From an optimization exercise on the open Yosys and OpenROAD flow, aimed at small area and a short achievable clock period; shortcuts taken in it are not production practice.
Function was checked by simulation only, so behaviour that the tests miss may differ from the original.
Power figures rest on the tool's default switching activity, not on a simulated workload.

## job 1402
// fp32_mul
module fp32_mul (
    input wire          clk         ,
    input wire          rst_n       ,
    input wire [31:0]   a           ,        
    input wire [31:0]   b           ,        
    input wire          in_valid    ,        
    output reg          out_valid   ,        
    output reg [31:0]   result               
);
Settings: LEC_CHECK=0, ABC_AREA=1, CAP_MARGIN=20, CORE_MARGIN=2, CORE_UTILIZATION=40, SETUP_SLACK_MARGIN=5, SLEW_MARGIN=20, SYNTH_HIERARCHICAL=1, SYNTH_MINIMUM_KEEP_SIZE=0, TNS_END_PERCENT=10; clock period 10.0 ns.
standard.sh (not shown) runs the stock make flow with config.mk's settings and CLKGATE_MAP_FILE= SYNTH_SCRIPT=/design/flow/synth_recipe.tcl, a recipe that flattens the netlist after the stock synthesis.
==> flow/flow/run.sh <==
#!/bin/bash
# The standard layout (standard.sh) with two changes: the ports are buffered
# by buf_2 cells instead of the default delay buffers, and the setup repair
# aims for a slack of 6.15 ns. Synthesis is unchanged.
set -euo pipefail
sed "s/SETUP_SLACK_MARGIN=[0-9.]*/SETUP_SLACK_MARGIN=6.15/" standard.sh > standard_margin.sh
bash standard_margin.sh BUFFER_PORTS_ARGS="-buffer_cell sky130_fd_sc_hd__buf_2" finish > flow_make.log 2>&1
Input-level comparison between job 3809 and job 1402:
# job 1402
export LEC_CHECK = 0
export ABC_AREA = 1
export CAP_MARGIN = 20
export CORE_MARGIN = 2
export CORE_UTILIZATION = 40
export SETUP_SLACK_MARGIN = 5
export SLEW_MARGIN = 20
export SYNTH_HIERARCHICAL = 1
export SYNTH_MINIMUM_KEEP_SIZE = 0
export TNS_END_PERCENT = 10
create_clock -name core_clock -period 10.0 [get_ports {clk}]
# job 3809
export LEC_CHECK = 0
export ABC_AREA = 1
export CAP_MARGIN = 20
export CORE_MARGIN = 2
export CORE_UTILIZATION = 40
export SETUP_SLACK_MARGIN = 5
export SLEW_MARGIN = 20
export SYNTH_HIERARCHICAL = 1
export SYNTH_MINIMUM_KEEP_SIZE = 0
export TNS_END_PERCENT = 5
create_clock -name core_clock -period 10.0 [get_ports {clk}]
==> flow/flow/run.sh <==
#!/bin/bash
# The standard layout (standard.sh) with two changes: the ports are buffered
# by buf_2 cells instead of the default delay buffers, and the setup repair
# aims for a slack of 6 ns. Synthesis is unchanged.
set -euo pipefail
sed "s/SETUP_SLACK_MARGIN=[0-9.]*/SETUP_SLACK_MARGIN=6/" standard.sh > standard_margin.sh
bash standard_margin.sh BUFFER_PORTS_ARGS="-buffer_cell sky130_fd_sc_hd__buf_2" finish > flow_make.log 2>&1
Results
Job 3809 against job 1402; power is down slightly. Job 3809 ends up with a relative area of non-clock buffer cells in the final design that is 1.0 points lower than in job 1402. On clock network area share, job 1402 tracks job 3809 almost exactly. First-iteration DRC count ends up higher on job 1402. Summary of job 3809 over job 1402: total placed instance area neither gained nor lost much, minimum clock period picked up an extra 0.048 ns.
#### Input delta (job 4389 over job 3809)
# job 3809
export LEC_CHECK = 0
export ABC_AREA = 1
export CAP_MARGIN = 20
export CORE_MARGIN = 2
export CORE_UTILIZATION = 40
export SETUP_SLACK_MARGIN = 5
export SLEW_MARGIN = 20
export SYNTH_HIERARCHICAL = 1
export SYNTH_MINIMUM_KEEP_SIZE = 0
export TNS_END_PERCENT = 5
create_clock -name core_clock -period 10.0 [get_ports {clk}]
# job 4389
export LEC_CHECK = 0
export ABC_AREA = 1
export CAP_MARGIN = 20
export CORE_MARGIN = 2
export CORE_UTILIZATION = 40
export SETUP_SLACK_MARGIN = 5
export SLEW_MARGIN = 20
export SYNTH_HIERARCHICAL = 1
export SYNTH_MINIMUM_KEEP_SIZE = 0
export TNS_END_PERCENT = 10
create_clock -name core_clock -period 10.0 [get_ports {clk}]
Results
The ratio of final minimum period to clock period on job 4389 is in line with that on job 3809.
On number of antenna repair diodes, job 4389 and job 3809 are neck and neck.
Re maximum level of the CTS H-tree: no difference whatsoever between job 4389 and job 3809.
Job 4389 and job 3809 ended up with nearly the same storage element area.

## separate check: timing with driven ports
Ports are ideal in the flow. The routed layouts listed here were re-timed in OpenROAD.
Step 1, drivers: a clkbuf_16 drives clk and a buf_2 each remaining input, both assumed.
Step 2, shift: input delay + t, output delay - t, t = (earliest + latest rising clock arrival at the registers) / 2. This alone moves slack from input paths to output paths.
a / b / c = ideal / step 1 / step 2; a / b = the first two.
| run | shift t [ns] | setup slack, ns | worst setup path after step 2 | slew at the worst register clock pin (ns) |
|---|---|---|---|---|
| job 1402 | 0.548 | 6.012 / 6.012 / 5.652 | input to register | 0.09 / 0.09 |
| job 3809 | 0.566 | 5.964 / 5.964 / 5.520 | input to register | 0.10 / 0.10 |
| job 4389 | 0.566 | 5.964 / 5.964 / 5.520 | input to register | 0.10 / 0.10 |
After both steps setup and hold are still met in every run listed.
